What follows belongs to an exercise in optimizing a design on an open flow for small area; a production flow would make more cautious choices. In this exercise RTL edits were held to simulation tests only and were not proved equivalent to the original. Power is estimated from default activity; no workload was simulated.

--- flow/design.v ---
module Registrador (
	input wire Clk,
	input wire Reset,
	input wire Load,
	input wire [31:0] Entrada,
	output reg [31:0] Saida
);
always @(posedge Clk or posedge Reset) begin
	if (Reset == 1'b1)
		Saida <= 32'b0;
	else if (Load == 1'b1)
		Saida <= Entrada;
end
endmodule
module Instr_Reg (
	input wire Clk,
	input wire Reset,
	input wire Load_ir,
	input wire [31:0] Entrada,
	output reg [5:0] Instr31_26,
	output reg [4:0] Instr25_21,
	output reg [4:0] Instr20_16,
	output reg [15:0] Instr15_0
);
always @(posedge Clk or posedge Reset) begin
	if (Reset == 1'b1) begin
		Instr31_26 <= 6'b0;
		Instr25_21 <= 5'b0;
		Instr20_16 <= 5'b0;
		Instr15_0  <= 16'b0;
	end
	else if (Load_ir == 1'b1) begin
		Instr31_26 <= Entrada[31:26];
		Instr25_21 <= Entrada[25:21];
		Instr20_16 <= Entrada[20:16];
		Instr15_0  <= Entrada[15:0];
	end
end
endmodule
module Banco_reg (
	input wire Clk,
	input wire Reset,
	input wire RegWrite,
	input wire [4:0] ReadReg1,
	input wire [4:0] ReadReg2,
	input wire [4:0] WriteReg,
	input wire [31:0] WriteData,
	output wire [31:0] ReadData1,
	output wire [31:0] ReadData2
);
reg [31:0] Reg [0:31];
integer i;
assign ReadData1 = Reg[ReadReg1];
assign ReadData2 = Reg[ReadReg2];
always @(posedge Clk or posedge Reset) begin
	if (Reset == 1'b1) begin
		for (i = 0; i < 32; i = i + 1)
			Reg[i] <= 32'b0;
	end
	else if (RegWrite == 1'b1) begin
		Reg[WriteReg] <= WriteData;
	end
end
endmodule
module RegDesloc (
	input wire Clk,
	input wire Reset,
	input wire [2:0] Shift,
	input wire [4:0] N,
	input wire [31:0] Entrada,
	output wire [31:0] Saida
);
reg [31:0] temp;
assign Saida = temp;
always @(posedge Clk or posedge Reset) begin
	if (Reset == 1'b1)
		temp <= 32'b0;
	else begin
		case (Shift)
			3'b001: temp <= Entrada;
			3'b010: temp <= temp << N;
			3'b011: temp <= temp >> N;
			3'b100: temp <= $signed(temp) >>> N;
			3'b101: temp <= (temp >> N) | (temp << (6'd32 - {1'b0, N}));
			3'b110: temp <= (temp << N) | (temp >> (6'd32 - {1'b0, N}));
			default: temp <= temp;
		endcase
	end
end
endmodule
module ula32 (
	input wire [31:0] A,
	input wire [31:0] B,
	input wire [2:0] Seletor,
	output wire [31:0] S,
	output wire Overflow,
	output wire Negativo,
	output wire z,
	output wire Igual,
	output wire Maior,
	output wire Menor
);
reg [31:0] s_temp;
reg [31:0] novo_B;
wire [31:0] soma_temp;
wire [31:0] carry_temp;
wire igual_temp;
wire overflow_temp;
always @(*) begin
	case (Seletor)
		3'b001: novo_B = B;
		3'b100: novo_B = 32'd1;
		default: novo_B = ~B;
	endcase
end
assign soma_temp[0] = A[0] ^ novo_B[0] ^ Seletor[1];
assign carry_temp[0] = (Seletor[1] & (A[0] | novo_B[0])) | (A[0] & novo_B[0]);
genvar k;
generate
	for (k = 1; k < 32; k = k + 1) begin : g_add
		assign soma_temp[k] = A[k] ^ novo_B[k] ^ carry_temp[k-1];
		assign carry_temp[k] = (carry_temp[k-1] & (A[k] | novo_B[k])) | (A[k] & novo_B[k]);
	end
endgenerate
always @(*) begin
	case (Seletor)
		3'b000: s_temp = A;
		3'b001: s_temp = soma_temp;
		3'b010: s_temp = soma_temp;
		3'b011: s_temp = A & B;
		3'b110: s_temp = A ^ B;
		3'b101: s_temp = ~A;
		3'b100: s_temp = soma_temp;
		default: s_temp = 32'b0;
	endcase
end
assign S = s_temp;
assign Negativo = s_temp[31];
assign z = (s_temp == 32'b0);
assign overflow_temp = carry_temp[31] ^ carry_temp[30];
assign Overflow = overflow_temp;
assign igual_temp = (soma_temp == 32'b0) ? ~overflow_temp : 1'b0;
assign Igual = igual_temp;
assign Maior = ((~soma_temp[31] & ~overflow_temp) | (overflow_temp & ~A[31])) & ~igual_temp;
assign Menor = (soma_temp[31] & ~overflow_temp) | (overflow_temp & A[31]);
endmodule
module Mux2to1 (
	input wire [31:0] in1,
	input wire [31:0] in2,
	input wire control,
	output reg [31:0] out
	);
always @* begin
	case (control)
		1'b0: out <= in1;
		1'b1: out <= in2;
	endcase
end
endmodule
module Mux3to1 (
	input wire [31:0] in1,
	input wire [31:0] in2,
	input wire [31:0] in3,
	input wire [1:0] control,
	output reg [31:0] out
	);
always @* begin
	case (control)
		2'b00: out <= in1;
		2'b01: out <= in2;
		2'b10: out <= in3;
		default: out <= 32'b0;
	endcase
end
endmodule
module Mux5to1 (
	input wire [31:0] in1,
	input wire [31:0] in2,
	input wire [31:0] in3,
	input wire [31:0] in4,
	input wire [31:0] in5,
	input wire [2:0] control,
	output reg [31:0] out
	);
always @* begin
	case (control)
		3'b000: out <= in1;
		3'b001: out <= in2;
		3'b010: out <= in3;
		3'b011: out <= in4;
		3'b100: out <= in5;
		default: out <= 32'b0;
	endcase
end
endmodule
module Mux9to1 (
	input wire [31:0] in1,
	input wire [31:0] in2,
	input wire [31:0] in3,
	input wire [31:0] in4,
	input wire [31:0] in5,
	input wire [31:0] in6,
	input wire [31:0] in7,
	input wire [31:0] in8,
	input wire [31:0] in9,
	input wire [3:0] control,
	output reg [31:0] out
	);
always @(*) begin
	case (control)
		4'b0000: out <= in1;
		4'b0001: out <= in2;
		4'b0010: out <= in3;
		4'b0011: out <= in4;
		4'b0100: out <= in5;
		4'b0101: out <= in6;
		4'b0110: out <= in7;
		4'b0111: out <= in8;
		4'b1000: out <= in9;
		default: out <= 32'b0;
	endcase
end
endmodule
module mux4to1 (
	input wire [31:0] in1,
	input wire [31:0] in2,
	input wire [31:0] in3,
	input wire [31:0] in4,
	input wire [1:0] control,
	output reg [31:0] out
	);
always @(*) begin
	case (control)
		2'b00: out <= in1;
		2'b01: out <= in2;
		2'b10: out <= in3;
		2'b11: out <= in4;
	endcase
end
endmodule
module LoadSize(
	input [1:0] LSCtrl,
	input [31:0] Data,
	output reg [31:0] out
);
always @(*)
begin
	case (LSCtrl)
		2'b00: out <= {24'b0, Data[7:0]};
		2'b01: out <= {16'b0, Data[15:0]};
		2'b10: out <= Data[31:0];
		default: out <= 32'b0;
	endcase
end
endmodule
module StoreSize(
	input [1:0] SSControl,
	input [31:0] B,
	input [31:0] Data,
	output reg [31:0] out
);
always @(*)
begin
	case (SSControl)
		2'b00: out <= {Data[31:8], B[7:0]};
		2'b01: out <= {Data[31:16], B[15:0]};
		2'b10: out <= B[31:0];
		default: out <= 32'b0;
	endcase
end
endmodule
module SignExtend16to32 (
	input [15:0] in,
	input SECtrl,
	output reg [31:0] out );
always @* begin
	case (SECtrl)
		1'b0: out = {16'b0, in};
		1'b1: begin
			if (in[15] == 0) out = {16'b0, in};
			else out = {16'b1111111111111111, in};
		end
	endcase
end
endmodule
module SignExtend1to32 (
	input in,
	output [31:0] out
	);
assign out = {31'b0, in};
endmodule
module ShiftLeft16 (
	input [15:0] in, 
	output [31:0] out
	);
assign out = {in, 16'b0};
endmodule
module ShiftLeft2 (
	input [31:0] in,
	output [31:0] out 
	);
assign out = in << 2;
endmodule
module ShiftLeft26to28 (
	input [25:0] in,
	output [27:0] out );
assign out = {in, 2'b0};
endmodule
module mult (
	input [31:0] A,
	input [31:0] B,
	input clk,
	input start,
	input reset,
	output reg [31:0] HI,
	output reg [31:0] LO
	);
parameter INITIAL = 2'b00;
parameter LOAD = 2'b01;
parameter MULT = 2'b10;
parameter DONE = 2'b11;
reg [1:0] state;
reg [63:0] PROD;
reg [31:0] MPLIER;
reg [63:0] MCAND;
reg [6:0] contador;
reg negative;
always @ (posedge clk or posedge reset) begin
	if (reset == 1'b1) begin
		state <= INITIAL;
		PROD <= 0;
		MPLIER <= 0;
		MCAND  <= 0;
		HI <= 0;
		LO <= 0;
		contador <= 0;
		negative <= 0;
	end
	else begin
		case (state)
			INITIAL: begin
				if (start == 1) begin
					state <= LOAD;
				end
				PROD <= 0;
				MPLIER <= 0;
				MCAND  <= 0;
			end
			LOAD: begin
				contador <= 0;
				if (A[31] == 1) begin
					MPLIER <= ~A + 1;
					if (B[31] == 1) begin
						MCAND <= {32'b0, ~B + 1};
						negative <= 0;
					end
					else begin
						MCAND <= B;
						negative <= 1;
					end
				end
				else begin
					MPLIER <= A;
					if (B[31] == 1) begin
						MCAND <= {32'b0, ~B + 1};
						negative <= 1;
					end
					else begin
						MCAND <= B;
						negative <= 0;
					end
				end
				state <= MULT;
			end
			MULT: begin
				if (contador < 6'b100000) begin
					if (MPLIER[0] == 1)
						PROD <= PROD + MCAND;
					MPLIER <= MPLIER >> 1;
					MCAND <= MCAND << 1;
				end
				else begin
					if (negative == 1)
						PROD <= ~PROD + 1;
					else begin
						if (MPLIER[0] == 1)
							PROD <= PROD + MCAND;
						MPLIER <= MPLIER >> 1;
						MCAND <= MCAND << 1;
					end
					state <= DONE;
				end
				contador <= contador + 1;
			end
			DONE: begin
				HI <= PROD[63:32];
				LO <= PROD[31:0];
				state <= INITIAL;
			end
		endcase
	end
end
endmodule
module Div (
	input [31:0] A,
	input [31:0] B,
	input clk,
	input start,
	input reset,
	output reg [31:0] HI,
	output reg [31:0] LO,
	output reg div0
);
parameter INITIAL = 2'b00;
parameter LOAD = 2'b01;
parameter DIV = 2'b10;
parameter DONE = 2'b11;
reg [1:0] state;
reg [31:0] Quotient;
reg [63:0] Divisor;
reg [63:0] Remainder;
reg [7:0] contador;
reg negativeA;
reg negativeB;
reg [31:0] q_n;
reg [63:0] r_n;
always @(*) begin
	q_n = Quotient;
	r_n = Remainder;
	if (contador < 33) begin
		r_n = Remainder - Divisor;
		if (r_n[63] == 1) begin
			r_n = r_n + Divisor;
			q_n = {Quotient[30:0], 1'b0};
		end
		else begin
			q_n = {Quotient[30:0], 1'b1};
		end
	end
	else begin
		if (negativeA == 0) begin
			if (negativeB == 1)
				q_n = ~Quotient + 1;
		end
		else begin
			r_n = ~Remainder + 1;
			if (negativeB == 0)
				q_n = ~Quotient + 1;
		end
	end
end
always @(posedge clk or posedge reset) begin
	if (reset == 1) begin
		state <= INITIAL;
		Quotient <= 0;
		Divisor <= 0;
		Remainder <= 0;
		contador <= 0;
		negativeA <= 0;
		negativeB <= 0;
		HI <= 0;
		LO <= 0;
		div0 <= 0;
	end
	else begin
		case (state)
			INITIAL: begin
				if (start == 1) begin
					state <= LOAD;
				end
				Quotient <= 0;
				Divisor <= 0;
				Remainder <= 0;
				div0 <= 0;
			end
			LOAD: begin
				contador <= 0;
				if (B == 32'b0) begin
					div0 <= 1;
					state <= INITIAL;
				end
				else begin
					if (A[31] == 1) begin
						Remainder <= {32'b0, ~A + 32'd1};
						negativeA <= 1;
					end
					else begin
						Remainder <= {32'b0, A};
						negativeA <= 0;
					end
					if (B[31] == 1) begin
						Divisor <= {~B + 32'd1, 32'b0};
						negativeB <= 1;
					end
					else begin
						Divisor <= {B, 32'b0};
						negativeB <= 0;
					end
					state <= DIV;
				end	
			end
			DIV: begin
				Quotient <= q_n;
				Remainder <= r_n;
				if (contador < 33)
					Divisor <= Divisor >> 1;
				else
					state <= DONE;
				contador <= contador + 1;
			end
			DONE: begin
				HI <= Remainder[31:0];
				LO <= Quotient;
				state <= INITIAL;
			end
		endcase
	end
end
endmodule
module DIVMULT (
	input wire [31:0] A,
	input wire [31:0] B,
	input wire MDControl,
	input wire clk,
	input wire start,
	input wire reset,
	output wire div0,
	output wire [31:0] HI,
	output wire [31:0] LO
	);
wire [31:0] wMtoHI;
wire [31:0] wMtoLO;
wire [31:0] wDtoHI;
wire [31:0] wDtoLO;
mult m(A, B, clk, start, reset, wMtoHI, wMtoLO);
wire wDdiv0;
Div d(A, B, clk, start, reset, wDtoHI, wDtoLO, wDdiv0);
assign div0 = MDControl & wDdiv0;
assign HI = (!MDControl) ? wMtoHI : wDtoHI;
assign LO = (!MDControl) ? wMtoLO : wDtoLO;
endmodule
module CPU(
		input wire clk,
		input wire reset,
		input wire MemCtrl,
		input wire PCCtrl,
		input wire MDCtrl,
		input wire SECtrl,
		input wire ShiftSrc,
		input wire ShiftAmt,
		input wire IRWrite,
		input wire RegWrite,
		input wire ALUOutCtrl,
		input wire EPCCtrl,
		input wire HILOWrite,
		input wire [1:0] IorD,
		input wire [1:0] ALUSrcA,
		input wire [1:0] ALUSrcB,
		input wire [1:0] RegDst,
		input wire [1:0] LSCtrl,
		input wire [1:0] SSCtrl,
		input wire [1:0] ExcptCtrl,
		input wire [2:0] ShiftCtrl,
		input wire [2:0] PCSrc,
		input wire [2:0] ALUCtrl,
		input wire [3:0] DataSrc,
		output wire eqf,
		output wire gtf,
		output wire ov,
		output wire div0,
		output wire [5:0] funct,
		output wire [5:0] opCode,
		output wire [31:0] wPCOut,
		output wire [31:0] wALUResult,
		output wire [31:0] wShiftRegOut,
		input wire [31:0] wMemOut,
		input wire start,
		output wire [31:0] wMemAddr,
		output wire [31:0] wMemWData
);
wire [31:0] wPCData;
Registrador PC(clk, reset, PCCtrl, wPCData, wPCOut);
wire [31:0] wIorD;
wire [31:0] wALUOut;
wire [31:0] wExcep;
mux4to1 IorDMux(wPCOut, wALUResult, wALUOut, wExcep, IorD, wIorD);
wire [31:0] wSSOut;
assign wMemAddr = wIorD;
assign wMemWData = wSSOut;
wire exc1;
wire exc2;
wire exc3;
assign exc1 = 1'b1;
assign exc2 = 1'b0;
assign exc3 = 1'b1;
Mux3to1 ExcptCtrlMux(exc1, exc2, exc3, ExcptCtrl, wExcep);
wire [4:0] rs;
wire [4:0] rt;
wire [15:0] immediate;
assign funct = immediate[5:0];
Instr_Reg IR(clk, reset, IRWrite, wMemOut, opCode, rs, rt, immediate);
wire [4:0] rdst3;
wire [4:0] rdst4;
assign rdst3 = 30;
assign rdst4 = 31;
wire [4:0] wRegDstOut;
mux4to1 RegDstMux(rt, immediate[15:11], rdst3, rdst4, RegDst, wRegDstOut);
wire [31:0] wLSOut;
wire [31:0] wHIOut;
wire [31:0] wLOOut;
wire [31:0] wSE1Out;
wire [31:0] wSE16Out;
wire [31:0] wSL16Out;
wire [31:0] wDataSrcOut;
Mux9to1 DataSrcMux(wALUOut, wLSOut, wHIOut, wLOOut, wSE1Out, wSE16Out, wSL16Out, wExcep, wShiftRegOut, DataSrc, wDataSrcOut);
wire [31:0] wA;
wire [31:0] wB;
Banco_reg BR(clk, reset, RegWrite, rs, rt, wRegDstOut, wDataSrcOut, wA, wB);
wire loadA;
assign loadA = 1;
wire [31:0] wAOut;
Registrador A(clk, reset, loadA, wA, wAOut);
wire loadB;
assign loadB = 1;
wire [31:0] wBOut;
Registrador B(clk, reset, loadB, wB, wBOut);
wire [31:0] wAluSrcAOut;
Mux3to1 ALUSrcAMux(wPCOut, wAOut, wLSOut, ALUSrcA, wAluSrcAOut);
wire [31:0] wAluSrcBOut;
wire [31:0] wSL2Out;
wire [31:0] w4;
assign w4 = 32'b00000000000000000000000000000100;
mux4to1 ALUSrcBMux(wBOut, w4, wSE16Out, wSL2Out, ALUSrcB, wAluSrcBOut);
wire neg;
wire z;
wire ltf;
ula32 ULA(wAluSrcAOut, wAluSrcBOut, ALUCtrl, wALUResult, ov, neg, z, eqf, gtf, ltf);
Registrador ALUOut(clk, reset, ALUOutCtrl, wALUResult, wALUOut);
wire [31:0] wEPCOut;
Registrador EPC(clk, reset, EPCCtrl, wALUResult, wEPCOut);
wire [27:0] wSL26Out;
wire [31:0] wPCSrc2;
assign wPCSrc2 = {wPCOut[31:28], wSL26Out[27:0]};
Mux5to1 PCSrcMux(wALUResult, wALUOut, wPCSrc2, wLSOut, wEPCOut, PCSrc, wPCData);
wire [25:0] wSL26In;
assign wSL26In = {rs, rt, immediate};
ShiftLeft26to28 SL26(wSL26In, wSL26Out);
ShiftLeft2 SL2(wSE16Out, wSL2Out);
wire MDRLoad;
assign MDRLoad = 1;
wire [31:0] wMDROut;
Registrador MDR(clk, reset, MDRLoad, wMemOut, wMDROut);
StoreSize SS(SSCtrl, wBOut, wMDROut, wSSOut);
LoadSize LS(LSCtrl, wMDROut, wLSOut);
wire [31:0] wHIIn;
wire [31:0] wLOIn;
DIVMULT DM(wAOut, wBOut, MDCtrl, clk, start, reset, div0, wHIIn, wLOIn);
Registrador HI(clk, reset, HILOWrite, wHIIn, wHIOut);
Registrador LO(clk, reset, HILOWrite, wLOIn, wLOOut);
SignExtend1to32 SE1(ltf, wSE1Out);
SignExtend16to32 SE16(immediate, SECtrl, wSE16Out);
ShiftLeft16 SL16(immediate, wSL16Out);
wire [31:0] wShiftSrcOut;
Mux2to1 ShiftSrcMux(wAOut, wBOut, ShiftSrc, wShiftSrcOut);
wire [31:0] wShiftAmtOut;
Mux2to1 ShiftAmtMux(wBOut[4:0], immediate[10:6], ShiftAmt, wShiftAmtOut);
RegDesloc SR(clk, reset, ShiftCtrl, wShiftAmtOut, wShiftSrcOut, wShiftRegOut);
endmodule
module uControl(
		input clk,
		input reset,
		input eqf,
		input gtf,
		input ov,
		input div0,
		input [5:0] funct,
		input [5:0] opCode,
		output reg MemCtrl,
		output reg PCCtrl,
		output reg MDCtrl,
		output reg SECtrl,
		output reg ShiftSrc,
		output reg ShiftAmt,
		output reg IRWrite,
		output reg RegWrite,
		output reg ALUOutCtrl,
		output reg EPCCtrl,
		output reg HILOWrite,
		output reg [1:0] IorD,
		output reg [1:0] ALUSrcA,
		output reg [1:0] ALUSrcB,
		output reg [1:0] RegDst,
		output reg [1:0] LSCtrl,
		output reg [1:0] SSCtrl,
		output reg [1:0] ExcptCtrl,
		output reg [2:0] ShiftCtrl,
		output reg [2:0] PCSrc,
		output reg [2:0] ALUCtrl,
		output reg [3:0] DataSrc,
		output reg start
);
	parameter stateSTART				= 5'b00000;
	parameter stateSHIFT				= 5'b00001;
	parameter stateSSAVE				= 5'b00010;
	parameter stateRESULT			= 5'b00011;
	parameter stateRSAVE				= 5'b00100;
	parameter stateISAVE				= 5'b00101;
	parameter stateJR					= 5'b00110;
	parameter stateBREAK				= 5'b00111;
	parameter stateSLT				= 5'b01000;
	parameter stateJAL				= 5'b01001;
	parameter stateWAIT				= 5'b01010;
	parameter stateLS					= 5'b01011;
	parameter stateMEMWAIT			= 5'b01100;
	parameter stateHILO				= 5'b01101;
	parameter stateMEM				= 5'b01110;
	parameter stateBEQM				= 5'b01111;
	parameter stateBEQM2				= 5'b10000;
	parameter stateBRANCH			= 5'b10001;
	parameter stateEXCP				= 5'b10010;
	parameter stateOF					= 5'b10011;
	parameter stateDIV0				= 5'b10100;			
	parameter stateOPCODE			= 5'b10101;
	parameter stateEXCP2				= 5'b10110;
	parameter stateEXCP3				= 5'b10111;
	parameter stateEXCP4				= 5'b11000;
	parameter stateOP					= 5'b11001;
	parameter stateSTART2			= 5'b11010;
	parameter stateSTART3			= 5'b11011;
	parameter stateSTART4			= 5'b11100;
	parameter stateSTART5			= 5'b11101;
	parameter stateBRANCH2				= 5'b11110;
	parameter stateMEMWAIT2				= 5'b11111;
	parameter ulaSA 					= 3'b000;
	parameter ulaADD 					= 3'b001;
	parameter ulaSUB 					= 3'b010;
	parameter ulaAND 					= 3'b011;
	parameter ADD 						= 	{ 1'b0, 6'b100000 };
	parameter AND 						= 	{ 1'b0, 6'b100100 };
	parameter DIV 						= 	{ 1'b0, 6'b011010 };
	parameter MULT						= 	{ 1'b0, 6'b011000 };
	parameter JR 						= 	{ 1'b0, 6'b001000 };
	parameter MFHI 					= 	{ 1'b0, 6'b010000 };
	parameter MFLO 					= 	{ 1'b0, 6'b010010 };
	parameter SLL						=	{ 1'b0, 6'b000000 };
	parameter SLLV						=	{ 1'b0, 6'b000100 };
	parameter SLT						=	{ 1'b0, 6'b101010 };
	parameter SRA						=	{ 1'b0, 6'b000011 };
	parameter SRAV						=	{ 1'b0, 6'b000111 };
	parameter SRL 						=	{ 1'b0, 6'b000010 };
	parameter SUB 						= 	{ 1'b0, 6'b100010 };
	parameter BREAK 					=	{ 1'b0, 6'b001101 };
	parameter RTE						=	{ 1'b0, 6'b010011 };
	parameter ADDI 					= 	{ 1'b1, 6'b001000 };
	parameter ADDIU 					= 	{ 1'b1, 6'b001001 };
	parameter BEQ 						= 	{ 1'b1, 6'b000100 };
	parameter BNE						= 	{ 1'b1, 6'b000101 };
	parameter BLE 						= 	{ 1'b1, 6'b000110 };
	parameter BGT	 					= 	{ 1'b1, 6'b000111	};
	parameter BEQM 					= 	{ 1'b1, 6'b000001 };
	parameter LB						=	{ 1'b1, 6'b100000 };
	parameter LH						=	{ 1'b1, 6'b100001 };
	parameter LUI						=	{ 1'b1, 6'b001111 };
	parameter LW						=	{ 1'b1, 6'b100011	};
	parameter SB						=	{ 1'b1, 6'b101000 };
	parameter SH 						=	{ 1'b1, 6'b101001 };
	parameter SLTI						= 	{ 1'b1, 6'b001010	};
	parameter SW	 					=	{ 1'b1, 6'b101011 };
	parameter J							=	{ 1'b1, 6'b000010	};
	parameter JAL						=	{ 1'b1, 6'b000011	};
	reg [6:0] op;
	reg [4:0] currentState;
	reg mwait;
	reg BEQMCtrl;
	reg BEQMCtrl2;
	reg [7:0] counter;
	reg mdrFlag;
	reg  n_MemCtrl;
	reg  n_PCCtrl;
	reg  n_MDCtrl;
	reg  n_SECtrl;
	reg  n_ShiftSrc;
	reg  n_ShiftAmt;
	reg  n_IRWrite;
	reg  n_RegWrite;
	reg  n_ALUOutCtrl;
	reg  n_EPCCtrl;
	reg  n_HILOWrite;
	reg [1:0] n_IorD;
	reg [1:0] n_ALUSrcA;
	reg [1:0] n_ALUSrcB;
	reg [1:0] n_RegDst;
	reg [1:0] n_LSCtrl;
	reg [1:0] n_SSCtrl;
	reg [1:0] n_ExcptCtrl;
	reg [2:0] n_ShiftCtrl;
	reg [2:0] n_PCSrc;
	reg [2:0] n_ALUCtrl;
	reg [3:0] n_DataSrc;
	reg  n_start;
	reg [4:0] n_currentState;
	reg  n_mwait;
	reg  n_BEQMCtrl;
	reg  n_BEQMCtrl2;
	reg [7:0] n_counter;
	reg  n_mdrFlag;
	always @(*) begin
		n_MemCtrl = MemCtrl;
		n_PCCtrl = PCCtrl;
		n_MDCtrl = MDCtrl;
		n_SECtrl = SECtrl;
		n_ShiftSrc = ShiftSrc;
		n_ShiftAmt = ShiftAmt;
		n_IRWrite = IRWrite;
		n_RegWrite = RegWrite;
		n_ALUOutCtrl = ALUOutCtrl;
		n_EPCCtrl = EPCCtrl;
		n_HILOWrite = HILOWrite;
		n_IorD = IorD;
		n_ALUSrcA = ALUSrcA;
		n_ALUSrcB = ALUSrcB;
		n_RegDst = RegDst;
		n_LSCtrl = LSCtrl;
		n_SSCtrl = SSCtrl;
		n_ExcptCtrl = ExcptCtrl;
		n_ShiftCtrl = ShiftCtrl;
		n_PCSrc = PCSrc;
		n_ALUCtrl = ALUCtrl;
		n_DataSrc = DataSrc;
		n_start = start;
		n_currentState = currentState;
		n_mwait = mwait;
		n_BEQMCtrl = BEQMCtrl;
		n_BEQMCtrl2 = BEQMCtrl2;
		n_counter = counter;
		n_mdrFlag = mdrFlag;
		op = 7'b0;
		begin
			op = !opCode ? {1'b0, funct} : {1'b1, opCode};
			case (n_currentState)
				stateSTART:
				begin
					n_PCCtrl = 0;
					n_MDCtrl = 0;
					n_SECtrl = 0;
					n_ShiftSrc = 0;
					n_ShiftAmt = 0;
					n_IRWrite = 0;
					n_RegWrite = 0;
					n_ALUOutCtrl = 0;
					n_EPCCtrl = 0;
					n_HILOWrite = 0;
					n_RegDst = 2'b00;
					n_LSCtrl = 2'b00;
					n_SSCtrl = 2'b00;
					n_ExcptCtrl = 2'b00;
					n_ShiftCtrl = 3'b000;
					n_PCSrc = 3'b000;
					n_DataSrc = 4'b0000;
					n_IorD = 2'b00;
					n_MemCtrl = 1'b0;
					n_ALUSrcA = 2'b00;
					n_ALUSrcB = 2'b01;
					n_ALUCtrl = 3'b001;
					n_currentState = stateSTART2;
				end
				stateSTART2:
				begin
					n_currentState = stateSTART3;
				end
				stateSTART3:
				begin
					n_PCSrc = 3'b000;
					n_PCCtrl = 1'b1;
					n_IRWrite = 1'b1;
					n_SECtrl = 1'b0;
					n_currentState = stateSTART4;
				end
				stateSTART4:
				begin
					n_PCCtrl = 1'b0;
					n_IRWrite = 0;
					n_ALUSrcA = 2'b00;
					n_ALUSrcB = 2'b11;
					n_ALUCtrl = 3'b001;
					n_currentState = stateSTART5;
				end
				stateSTART5:
				begin
					n_ALUOutCtrl = 1'b1;
					n_currentState = stateOP;
				end
				stateSHIFT:
				begin
					case (op)
						SLL, SLLV:
						begin
							n_ShiftCtrl = 3'b010;
						end
						SRA, SRAV:
						begin
							n_ShiftCtrl = 3'b100;
						end
						SRL:
						begin
							n_ShiftCtrl = 3'b011;
						end
					endcase
					n_currentState = stateSSAVE;
				end
				stateSSAVE:
				begin
					n_ShiftCtrl = 3'b000;
					n_DataSrc = 4'b1000;
					n_RegDst = 2'b01;
					n_RegWrite = 1'b1;
					n_currentState = stateWAIT;
				end
				stateRESULT:
				begin
					n_ALUOutCtrl = 1'b1;
					case (op)
						ADD, SUB, AND:
						begin
							if(ov) n_currentState = stateEXCP;
							else n_currentState = stateRSAVE;
						end
						ADDI, ADDIU:
						begin
							if(ov) n_currentState = stateEXCP;
							n_currentState = stateISAVE;
						end
						JAL:
						begin
							n_currentState = stateJAL;
						end
						LB, LH, LW, SB, SH, SW:
						begin 
							n_currentState = stateMEM;
						end
					endcase
				end
				stateRSAVE:
				begin
					n_DataSrc = 4'b0000;
					n_RegDst = 2'b01;
					n_RegWrite = 1'b1;
					n_currentState = stateWAIT;
				end
				stateISAVE:
				begin
					n_DataSrc = 4'b0000;
					n_RegDst = 2'b00;
					n_RegWrite = 1'b1;
					n_currentState = stateWAIT;
				end
				stateJR, stateBREAK:
				begin
					n_PCSrc = 3'b000;
					n_PCCtrl = 1'b1;
					n_currentState = stateWAIT;
				end
				stateSLT:
				begin
					n_DataSrc = 4'b0100;
					n_RegDst = 2'b01;
					n_RegWrite = 1'b1;
					n_currentState = stateWAIT;
				end
				stateJAL:
				begin
					n_DataSrc = 4'b0000;
					n_RegWrite = 1'b1;
					n_RegDst = 2'b11;
					n_PCSrc = 3'b010;
					n_PCCtrl = 1'b1;
					n_currentState = stateWAIT;
				end
				stateWAIT:
				begin
					n_PCCtrl = 0;
					n_currentState = stateSTART;
				end
				stateLS:
				begin
					case (op)
						LB:
						begin
							n_LSCtrl = 2'b00;
							n_RegDst = 2'b00;
							n_DataSrc = 4'b0001;
							n_RegWrite = 1'b1;
						end
						LH:
						begin
							n_LSCtrl = 2'b01;
							n_RegDst = 2'b00;
							n_DataSrc = 4'b0001;
							n_RegWrite = 1'b1;
						end
						LW:	
						begin
							n_LSCtrl = 2'b10;
							n_RegDst = 2'b00;
							n_DataSrc = 4'b0001;
							n_RegWrite = 1'b1;
						end
						SB:
						begin
							n_SSCtrl = 2'b00;
							n_MemCtrl =  1'b1;
							n_IorD = 2'b10;
						end
						SH:
						begin
							n_SSCtrl = 2'b01;
							n_MemCtrl =  1'b1;
							n_IorD = 2'b10;
						end
						SW:
						begin
							n_SSCtrl = 2'b10;
							n_MemCtrl =  1'b1;
							n_IorD = 2'b10;
						end
					endcase
					if(n_mwait) begin
						n_currentState = stateLS;
						n_mwait = 0;
					end
					else begin 
						n_currentState = stateWAIT;
					end
				end
				stateMEMWAIT2:
				begin
					n_currentState = stateLS;
					n_mwait = 1;
				end
				stateMEMWAIT:
				begin
					case (op)
						LB, LH, LW, SB, SH, SW:
						begin
							if(!n_mwait)
								n_currentState = stateMEMWAIT2;
							else begin
								n_currentState = stateMEMWAIT;
								n_mwait = 0;
							end		
						end
						BEQM:
						begin
							n_currentState = stateBEQM2;
						end
						DIV, MULT:
						begin
							if(!div0) begin
								n_start = 0;
								if(n_counter < 40)
									n_counter = n_counter + 1;
								else 
									n_currentState = stateHILO;
							end
							else n_currentState = stateEXCP;
						end
					endcase
				end
				stateHILO:
				begin
					n_HILOWrite = 1'b1;
					n_currentState = stateWAIT;
				end
				stateMEM:
				begin
					n_mwait = 1;
					n_IorD = 2'b10;
					n_MemCtrl = 1'b0;
					n_currentState = stateMEMWAIT;
				end
				stateBEQM:
				begin
					n_ALUOutCtrl = 1'b0;
					n_IorD = 2'b01;
					n_MemCtrl = 1'b0;
					n_currentState = stateMEMWAIT;
				end
				stateBEQM2:
				begin
					if(!n_BEQMCtrl) begin
						n_BEQMCtrl = 1;
						n_LSCtrl = 2'b10;
						n_ALUSrcA = 2'b10;
						n_ALUSrcB = 2'b00;
						n_ALUCtrl = 3'b111;
					end
					else 
					if(n_BEQMCtrl && !n_BEQMCtrl2) begin
				n_BEQMCtrl2 = 1;
				end
					else begin
						if (eqf)
								n_currentState = stateBRANCH;
						else
								n_currentState = stateWAIT;
					end
				end
				stateBRANCH:
				begin
					n_PCSrc = 2'b001;
					n_PCCtrl = 1'b1;
					n_currentState = stateWAIT;
				end
				stateEXCP:
				begin
					n_ALUSrcA = 2'b00;
					n_ALUSrcB = 2'b01;
					n_ALUCtrl = 3'b010;
					case (op)
						ADD, SUB, ADDI:
						begin
							n_currentState = stateOF;
						end
						DIV:
						begin
							n_currentState = stateDIV0;
						end
						default:
						begin
							n_currentState = stateOPCODE;
						end
					endcase
				end
				stateOF:
				begin
					n_EPCCtrl = 1'b1;
					n_ExcptCtrl = 2'b01;
					n_MemCtrl = 1'b0; 
					n_IorD = 2'b11;
					n_currentState = stateEXCP2;
				end
				stateDIV0:
				begin
					n_EPCCtrl = 1'b1;
					n_ExcptCtrl = 2'b10;
					n_MemCtrl = 1'b0;
					n_IorD = 2'b11;
					n_currentState = stateEXCP2;
				end
				stateOPCODE:
				begin
					n_EPCCtrl = 1'b1;
					n_ExcptCtrl = 2'b00;
					n_MemCtrl = 1'b0;
					n_IorD = 2'b11;
					n_currentState = stateEXCP2;
				end
				stateEXCP2:
				begin
					if(!n_mdrFlag) begin
						n_mdrFlag = 1'b1;
						n_currentState = stateEXCP2;
					end	
					else begin
						n_currentState = stateEXCP3;
						n_mdrFlag = 1'b0;
					end
				end
				stateEXCP3:
				begin
					n_LSCtrl = 2'b00;
					n_ALUSrcA = 2'b10;
					n_ALUCtrl = 3'b000;
					n_currentState = stateEXCP4;
				end
				stateEXCP4:
				begin
					n_PCSrc = 3'b000;
					n_PCCtrl = 1'b1;
					n_currentState = stateWAIT;
				end
				stateBRANCH2:
				begin
					if (
							(op == BEQ && eqf == 1'b1) || (op == BNE && eqf == 1'b0) ||
							(op == BGT && gtf == 1'b1) || (op == BLE && (eqf == 1'b1 || gtf == 1'b0))
						) n_currentState = stateBRANCH;
					else
						n_currentState = stateWAIT;
				end
				stateOP:
				begin
					n_ALUOutCtrl = 0;
					case (op)
						ADD:
						begin
							n_ALUSrcA = 2'b01;
							n_ALUSrcB = 2'b00;
							n_ALUCtrl = 3'b001;
							n_currentState = ov ? stateEXCP : stateRESULT;
						end
						AND:
						begin
							n_ALUSrcA = 2'b01;
							n_ALUSrcB = 2'b00;
							n_ALUCtrl = ulaAND;
							n_currentState = stateRESULT;
						end
						DIV:
						begin
							n_MDCtrl = 1'b1;
							n_start = 1'b1;
							n_counter = 0;
							n_currentState = div0 ? stateEXCP : stateMEMWAIT;
						end
						MULT:
						begin
							n_MDCtrl = 1'b0;
							n_start = 1'b1;
							n_counter = 0;
							n_currentState = stateMEMWAIT;
						end
						JR:
						begin
							n_ALUSrcA = 2'b01;
							n_ALUCtrl = ulaSA;
							n_currentState = stateJR;
						end
						MFHI:
						begin
							n_DataSrc = 4'b0010;
							n_RegDst = 2'b01;
							n_RegWrite = 1'b1;
							n_currentState = stateWAIT;
						end
						MFLO:
						begin
							n_DataSrc = 4'b0011;
							n_RegDst = 2'b01;
							n_RegWrite = 1'b1;
							n_currentState = stateWAIT;
						end
						SLL, SRA, SRL:
						begin
							n_ShiftSrc = 1'b1;
							n_ShiftAmt = 1'b1;
							n_ShiftCtrl = 3'b001;
							n_currentState = stateSHIFT;
						end
						SLLV, SRAV:
						begin
							n_ShiftSrc = 1'b0;
							n_ShiftAmt = 1'b0;
							n_ShiftCtrl = 3'b001;
							n_currentState = stateSHIFT;
						end
						SLT:
						begin
							n_ALUSrcA = 2'b01;
							n_ALUSrcB = 1'b00;
							n_ALUCtrl = 3'b111;
							n_currentState = stateSLT;
						end
						SUB:
						begin
							n_ALUSrcA = 2'b01;
							n_ALUSrcB = 2'b00;
							n_ALUCtrl = ulaSUB;
							n_currentState = ov ? stateEXCP : stateRESULT;
						end
						BREAK:
						begin
							n_ALUSrcA = 2'b00;
							n_ALUSrcB = 2'b01;
							n_ALUCtrl = 3'b010;
							n_currentState = stateBREAK;
						end
						RTE:
						begin
							n_PCSrc = 3'b100;
							n_PCCtrl = 1'b1;
							n_currentState = stateWAIT;
						end
						ADDI:
						begin
							n_ALUSrcA = 2'b01;
							n_ALUSrcB = 2'b10;
							n_SECtrl = 1'b1;
							n_ALUCtrl = 3'b001;
							n_currentState = ov ? stateEXCP : stateRESULT;
						end
						ADDIU:
						begin
							n_ALUSrcA = 2'b01;
							n_ALUSrcB = 2'b10;
							n_SECtrl = 1'b0;
							n_ALUCtrl = 3'b001;
							n_currentState = stateRESULT;
						end
						BEQ, BNE, BLE, BGT:
						begin
							n_ALUSrcA = 2'b01;
							n_ALUSrcB = 2'b00;
							n_ALUCtrl = 3'b111;
							n_currentState = stateBRANCH2;
						end
						BEQM:
						begin
							n_ALUSrcA = 2'b01;
							n_ALUOutCtrl = 1'b0;
							n_ALUCtrl = 3'b000;
							n_currentState = stateBEQM;
						end
						LB, LH, LW, SB, SH, SW:
						begin
							n_ALUSrcA = 2'b01;
							n_ALUSrcB = 2'b10;
							n_SECtrl = 1'b0;
							n_ALUCtrl = 3'b001;
							n_currentState = stateRESULT;
						end
						LUI:
						begin
							n_DataSrc = 4'b0110;
							n_RegDst = 2'b00;
							n_RegWrite = 1'b1;
							n_currentState = stateWAIT;
						end
						SLTI:
						begin
							n_SECtrl = 1'b1;
							n_ALUSrcB = 2'b10;
							n_ALUSrcA= 2'b01;
							n_ALUCtrl = 3'b111;
							n_currentState = stateSLT;
						end
						J:
						begin
							n_PCSrc = 3'b010;
							n_PCCtrl = 1'b1;
							n_currentState = stateWAIT;
						end
						JAL:
						begin
							n_ALUSrcA = 2'b00;
							n_ALUCtrl = 3'b000;
							n_currentState = stateRESULT;
						end
						default:
						begin
							n_currentState = stateEXCP;
						end
					endcase
				end
			endcase		
		end
	end
	always @ (posedge clk or posedge reset) begin
		if(reset) begin
			currentState <= stateSTART;
			mwait <= 0;
			BEQMCtrl <= 0;
			BEQMCtrl2 <= 0;
			counter <= 0;
			mdrFlag <= 0;
			start <= 0;
			MemCtrl <= 0;
			PCCtrl <= 0;
			MDCtrl <= 0;
			SECtrl <= 0;
			ShiftSrc <= 0;
			ShiftAmt <= 0;
			IRWrite <= 0;
			RegWrite <= 0;
			ALUOutCtrl <= 0;
			EPCCtrl <= 0;
			HILOWrite <= 0;
			IorD <= 2'b00;
			ALUSrcA <= 2'b00;
			ALUSrcB <= 2'b00;
			RegDst <= 2'b00;
			LSCtrl <= 2'b00;
			SSCtrl <= 2'b00;
			ExcptCtrl <= 2'b00;
			ShiftCtrl <= 3'b000;
			PCSrc <= 3'b000;
			ALUCtrl <= 3'b000;
			DataSrc <= 4'b0000;
		end
		else begin
			MemCtrl <= n_MemCtrl;
			PCCtrl <= n_PCCtrl;
			MDCtrl <= n_MDCtrl;
			SECtrl <= n_SECtrl;
			ShiftSrc <= n_ShiftSrc;
			ShiftAmt <= n_ShiftAmt;
			IRWrite <= n_IRWrite;
			RegWrite <= n_RegWrite;
			ALUOutCtrl <= n_ALUOutCtrl;
			EPCCtrl <= n_EPCCtrl;
			HILOWrite <= n_HILOWrite;
			IorD <= n_IorD;
			ALUSrcA <= n_ALUSrcA;
			ALUSrcB <= n_ALUSrcB;
			RegDst <= n_RegDst;
			LSCtrl <= n_LSCtrl;
			SSCtrl <= n_SSCtrl;
			ExcptCtrl <= n_ExcptCtrl;
			ShiftCtrl <= n_ShiftCtrl;
			PCSrc <= n_PCSrc;
			ALUCtrl <= n_ALUCtrl;
			DataSrc <= n_DataSrc;
			start <= n_start;
			currentState <= n_currentState;
			mwait <= n_mwait;
			BEQMCtrl <= n_BEQMCtrl;
			BEQMCtrl2 <= n_BEQMCtrl2;
			counter <= n_counter;
			mdrFlag <= n_mdrFlag;
		end
	end
endmodule
module uc_cpu (
	input wire clk,
	input wire reset,
	input wire [31:0] mem_rdata,
	output wire [31:0] mem_addr,
	output wire [31:0] mem_wdata,
	output wire mem_wr,
	output wire [31:0] pc
);
wire MemCtrl;
wire PCCtrl;
wire MDCtrl;
wire SECtrl;
wire ShiftSrc;
wire ShiftAmt;
wire IRWrite;
wire RegWrite;
wire ALUOutCtrl;
wire EPCCtrl;
wire HILOWrite;
wire [1:0] IorD;
wire [1:0] ALUSrcA;
wire [1:0] ALUSrcB;
wire [1:0] RegDst;
wire [1:0] LSCtrl;
wire [1:0] SSCtrl;
wire [1:0] ExcptCtrl;
wire [2:0] ShiftCtrl;
wire [2:0] PCSrc;
wire [2:0] ALUCtrl;
wire [3:0] DataSrc;
wire eqf;
wire gtf;
wire ov;
wire div0;
wire [5:0] funct;
wire [5:0] opCode;
wire start;
wire [31:0] wALUResult;
wire [31:0] wShiftRegOut;
assign mem_wr = MemCtrl;
CPU cpu(clk, reset, MemCtrl, PCCtrl, MDCtrl, SECtrl, ShiftSrc, ShiftAmt, IRWrite, RegWrite, ALUOutCtrl, EPCCtrl, HILOWrite, IorD,
			ALUSrcA, ALUSrcB, RegDst, LSCtrl, SSCtrl, ExcptCtrl, ShiftCtrl, PCSrc, ALUCtrl, DataSrc, eqf, gtf, ov, div0, funct, opCode, pc, wALUResult, wShiftRegOut, mem_rdata, start,
			mem_addr, mem_wdata);
uControl uc(clk, reset, eqf, gtf, ov, div0, funct, opCode, MemCtrl, PCCtrl, MDCtrl, SECtrl, ShiftSrc, ShiftAmt, IRWrite, RegWrite, ALUOutCtrl, EPCCtrl, HILOWrite, IorD,
			ALUSrcA, ALUSrcB, RegDst, LSCtrl, SSCtrl, ExcptCtrl, ShiftCtrl, PCSrc, ALUCtrl, DataSrc, start);
endmodule
--- flow/run.sh ---
#!/bin/bash
# synth_recipe.tcl (not shown) runs the flow's synth.tcl, then flattens the netlist and writes it again
# the make line also repeats each setting of config.mk as NAME=value (left out here)
make -C /OpenROAD-flow-scripts/flow DESIGN_CONFIG=/design/flow/config.mk WORK_HOME=/design/flow/orfs CLKGATE_MAP_FILE= SYNTH_SCRIPT=/design/flow/synth_recipe.tcl finish
--- flow/config.mk ---
export PLATFORM = sky130hd
export DESIGN_NAME = uc_cpu
export DESIGN_NICKNAME = uc_cpu
export VERILOG_FILES = /design/flow/design.v
export SDC_FILE = /design/flow/constraint.sdc
export NUM_CORES = 4
export LEC_CHECK = 0
export CAP_MARGIN = 20
export CORE_MARGIN = 2
export CORE_UTILIZATION = 30
export PLACE_DENSITY = 0.45
export SLEW_MARGIN = 20
--- flow/constraint.sdc ---
create_clock -name core_clock -period 20.0 [get_ports {clk}]
set_input_delay 4.0000 -clock core_clock [delete_from_list [all_inputs] [get_ports {clk}]]
set_output_delay 4.0000 -clock core_clock [all_outputs]
set_load 0.01 [all_outputs]
==> notes.md <==
## registers in the layout, summed over array words and instances, names as in the netlist, 64 cells and up, named ones only
register and cells:
cpu.BR.Reg 1024, cpu.DM.d.Divisor 64, cpu.DM.d.Remainder 64, cpu.DM.m.MCAND 64, cpu.DM.m.PROD 64
## layout by cell type, fill, tap and decap left out, drive strengths merged, types with 40 or more instances in the layout
cell	instances
nand2b	58
xnor2	171
a21o	165
buf	357
o21a	51
a211oi	87
nor3	159
a21oi	1176
a32oi	40
nor4	45
a22oi	478
nor2b	46
nor2	1190
and2	65
ha	239
nand4	197
clkdlybuf4s50	130
a31oi	112
o32a	65
a22o	398
a221oi	377
xor2	101
nand3	237
nand2	1672
dfrtp	1869
o31ai	41
or3	61
o22ai	164
and3	63
clkinv	45
o21ai	1331
clkbuf	317
o211ai	65
inv	248
mux2	223
mux2i	344
## final cells by class
cell class	count	area [µm²]	area share, %
Multi-Input combinational cell	9935	62400	48.7
Sequential cell	1869	46800	36.5
Clock buffer	317	6490	5.06
Tap cell	4994	6250	4.87
Timing Repair Buffer	487	4080	3.18
Clock inverter	89	1180	0.917
Inverter	242	912	0.712
Antenna cell	26	65.1	0.0508
## power groups by stage
stage	clock (W)	combinational (W)	sequential, W
final	0.00441	0.0178	0.00704
after floorplan	0	0.0108	0.00605
after detailed placement	0	0.0173	0.00702
after global routing	0.00461	0.0189	0.00715
after CTS	0.00445	0.0173	0.00697
after global placement	0	0.0173	0.00702
## cell usage after synthesis, drive strengths merged, types with 36 or more instances
cell	count	area share, %
nor2b	46	0.26
fa	36	0.64
o32a	65	0.58
o211ai	65	0.43
a31oi	112	0.62
mux2i	344	3.1
a211oi	87	0.58
dfrtp	1869	41
nor3	159	0.71
inv	240	0.80
or3	61	0.35
ha	239	2.7
a221oi	377	2.9
o22ai	164	0.91
o21ai	1331	5.9
clkbuf	1014	3.4
o31ai	41	0.28
and2	65	0.36
a22o	398	3.1
xor2	101	0.78
nor4	45	0.25
nor2	1190	4.0
nand2	1672	5.6
a22oi	478	3.2
nand4	197	1.1
a32oi	40	0.31
o21a	51	0.34
a21oi	1176	5.2
a32o	36	0.32
a21o	165	1.1
buf	94	0.32
xnor2	171	1.3
and3	63	0.35
nand3	237	1.1
mux2	223	2.2
nand2b	58	0.32
## repair_timing
action,CTS,global route
setup endpoints to repair,0,1
setup buffers,0,1
resized for setup,0,1
## kinds of logic after synthesis
family          synth area share, %
xor+xnor                       2.11
buf+inv                        4.50
fa+ha+maj                      3.30
mux                            5.30
flops                          41.5
compound gates                 28.1
simple gates                   15.2
## metrics by stage
stage	hold WS [ns]	std cells	setup WS, ns
floorplan	0.437	13200	-9.93
detailed placement	0.462	17500	1.54
CTS	0.476	17900	0.441
global route	0.519	17900	0.0412
global placement	0.452	17500	1.50
finish	0.475	18000	0.602
## per-layer routing
| layer | global-route usage [%] | wire length [µm] | up-vias |
|---|---|---|---|
| li1 | - | - | 47700 |
| met1 | 41.4 | 254000 | 55700 |
| met2 | 48.8 | 274000 | 6565 |
| met3 | 7.79 | 60300 | 1853 |
| met4 | 21.4 | 51000 | 54 |
| met5 | 0.114 | 464 | - |
## how the worst max path moves through the flow
stage / endpoint / slack, ns / cells past startpoint
global route: mem_addr[31] / 0.04 / 49
global placement: mem_addr[31] / 1.50 / 47
finish: mem_addr[31] / 0.60 / 47
floorplan: asynchronous set/reset pin / -9.93 / 1
CTS: mem_addr[31] / 0.44 / 46
detailed placement: mem_addr[31] / 1.54 / 46
## worst max-delay path: cells and delay by family, from the launching register on
kind                     cells  cell delay [ns]
AND/OR/NAND/NOR              3             0.36
AO/OA/AOI/OAI                6             1.34
flip-flops                   1             0.66
adder cells (fa/ha/maj)     32            10.95
buffers and inverters        6             1.08
==> impl_metrics.csv <==
group,metric,value,unit
timing,finalSetupViolations,0,
finish,final_area,128000,µm²
hold_path,holdCritStartpoint,"cpu.DM.m.MPLIER[2]",
synth,synthCells,13200,
timing,fmax,51.6,MHz
clock_tree,cts_hold_buf,0,
setup_path,cp-startpoint,"uc.ALUCtrl[1]",
hold_path,min_path_cells,2,
drt,dr_total_vias,112000,
placed_design,hpwl,427000,µm
placed_design,place_area,120000,µm²
drt,drtIter0Drc,15000,
floorplan,die_w,617,µm
drt,ant_nets,0,
power,sw_frac_of_total,54.8,%
finish,nFillCells,39100,
setup_path,cpMostUsedCell,"fa_1",
synth,synth_area_per_cell,8.58,µm²
drt,routed_wl,639000,µm
status,status,"finished clean",
timing,rsz0062_at_grt,"false",
setup_path,critPathMaxFanout,26,
timing,fin_worst_skew,0.114,ns
floorplan,core_area,375000,µm²
power,ir_worst_vdd,0.372,mV
drt,firstDrtPassIters,9,
global_route,antenna_found_initial,64,
setup_path,worstReg2RegEnd,"uc.currentState[0]",
setup_path,cp.required,16.00,ns
clock_tree,clk_pin_slew,0.07,ns
global_route,grt_max_degree,165,
timing,min_period,19.40,ns
synth,synth_flop_cell,"dfrtp_1",
synth,synth_cell_types,88,
power,p_leak,54.5,nW
finish,final_core_util,34.2,%
power,p_sw,0.0160,W
setup_path,worstSetupEndpointType,"output port",
synth,synthesis.area,113000,µm²
setup_path,start_kind,"register",
synth,yosysSeqAreaShare,41.5,%
timing,maxSlewViolCount,0,
timing,relSlewSlack,9.74,%
global_route,overflow,0,
placed_design,globalplace.congestion,1.01,
synth,synth_seq_cells,1869,
timing,hold_violations,0,
power,pwr-share-comb,60.9,%
hold_path,min_to,"cpu.DM.m.MPLIER[2]",
power,p_int,0.0132,W
setup_path,max_stage_delay,0.66,ns
setup_path,critical_path_arrival,15.40,ns
hold_path,hold_class,"reg -> reg",
floorplan,io_pins,131,
synth,synth_edf_count,0,
clock_tree,cts_sinks,1869,
setup_path,r2r_slack,5.34,ns
drt,drt-wirelength-per-cell,35.6,µm
floorplan,start_util,30.1,%
clock_tree,cts_tree,"done",
finish,layout-drive-gt1-share,9.41,%
global_route,grt_pass1_wl,881000,µm
power,sequentialPowerShare,24.0,%
setup_path,r2r_cells,48,
drt,vias_per_cell,6.23,
clock_tree,numCtsBuffers,224,
clock_tree,h-tree-depth,4,
finish,area_growth,13.6,%
drt,remaining_drc_errors,0,
finish,nets,13100,
synth,ys.warnings.count,28,
synth,synthArstFlopShare,100,%
floorplan,die_h,617,µm
clock_tree,worstSkewPairLatency,0.99,ns
clock_tree,root_buffer,"clkbuf_16",
setup_path,slowest_stage,"dfrtp_4",
power,p_per_area,228,nW/µm²
timing,setup_tns,0,ns
power,clock_power_share,15.1,%
placed_design,port_buffers,130,
synth,syn_nets,13500,
timing,period_share,97.0,%
clock_tree,cts_max_path_buffers,4,
timing,worst_pin_slew,1.35,ns
power,finalPower,0.0293,W
floorplan,die_area,381000,µm²
run,max_cap_violations,0,
setup_path,path_class,"reg -> out",
global_route,grt_pass1_vias,105000,
setup_path,r2r_start,"uc.ALUCtrl[1]",
global_route,grtUsageTotal,32.4,%
floorplan,rows,225,

-- separate check: timing with driven ports --
Ports are ideal in the flow. The routed layout listed here was re-timed in OpenROAD.
Step 1 (the two cells are an assumption about what drives the block):
set clk [get_ports {clk}]
set_driving_cell -lib_cell sky130_fd_sc_hd__clkbuf_16 $clk
set_driving_cell -lib_cell sky130_fd_sc_hd__buf_2 [delete_from_list [all_inputs] $clk]
Step 2, shift: input delay + t, output delay - t, t = (earliest + latest rising clock arrival at the registers) / 2. This alone moves slack from input paths to output paths.
Slacks: ideal / step 1 / step 2; pairs: ideal / step 1.
t (ns): 1.042
setup WS [ns]: 0.602 / 0.494 / 1.537
worst hold slack (ns): 0.475 / 0.475 / 0.475
After both steps this run still meets setup and hold. The setup slack of this run moves by -0.108 ns with the drivers and by +0.935 ns with both steps.
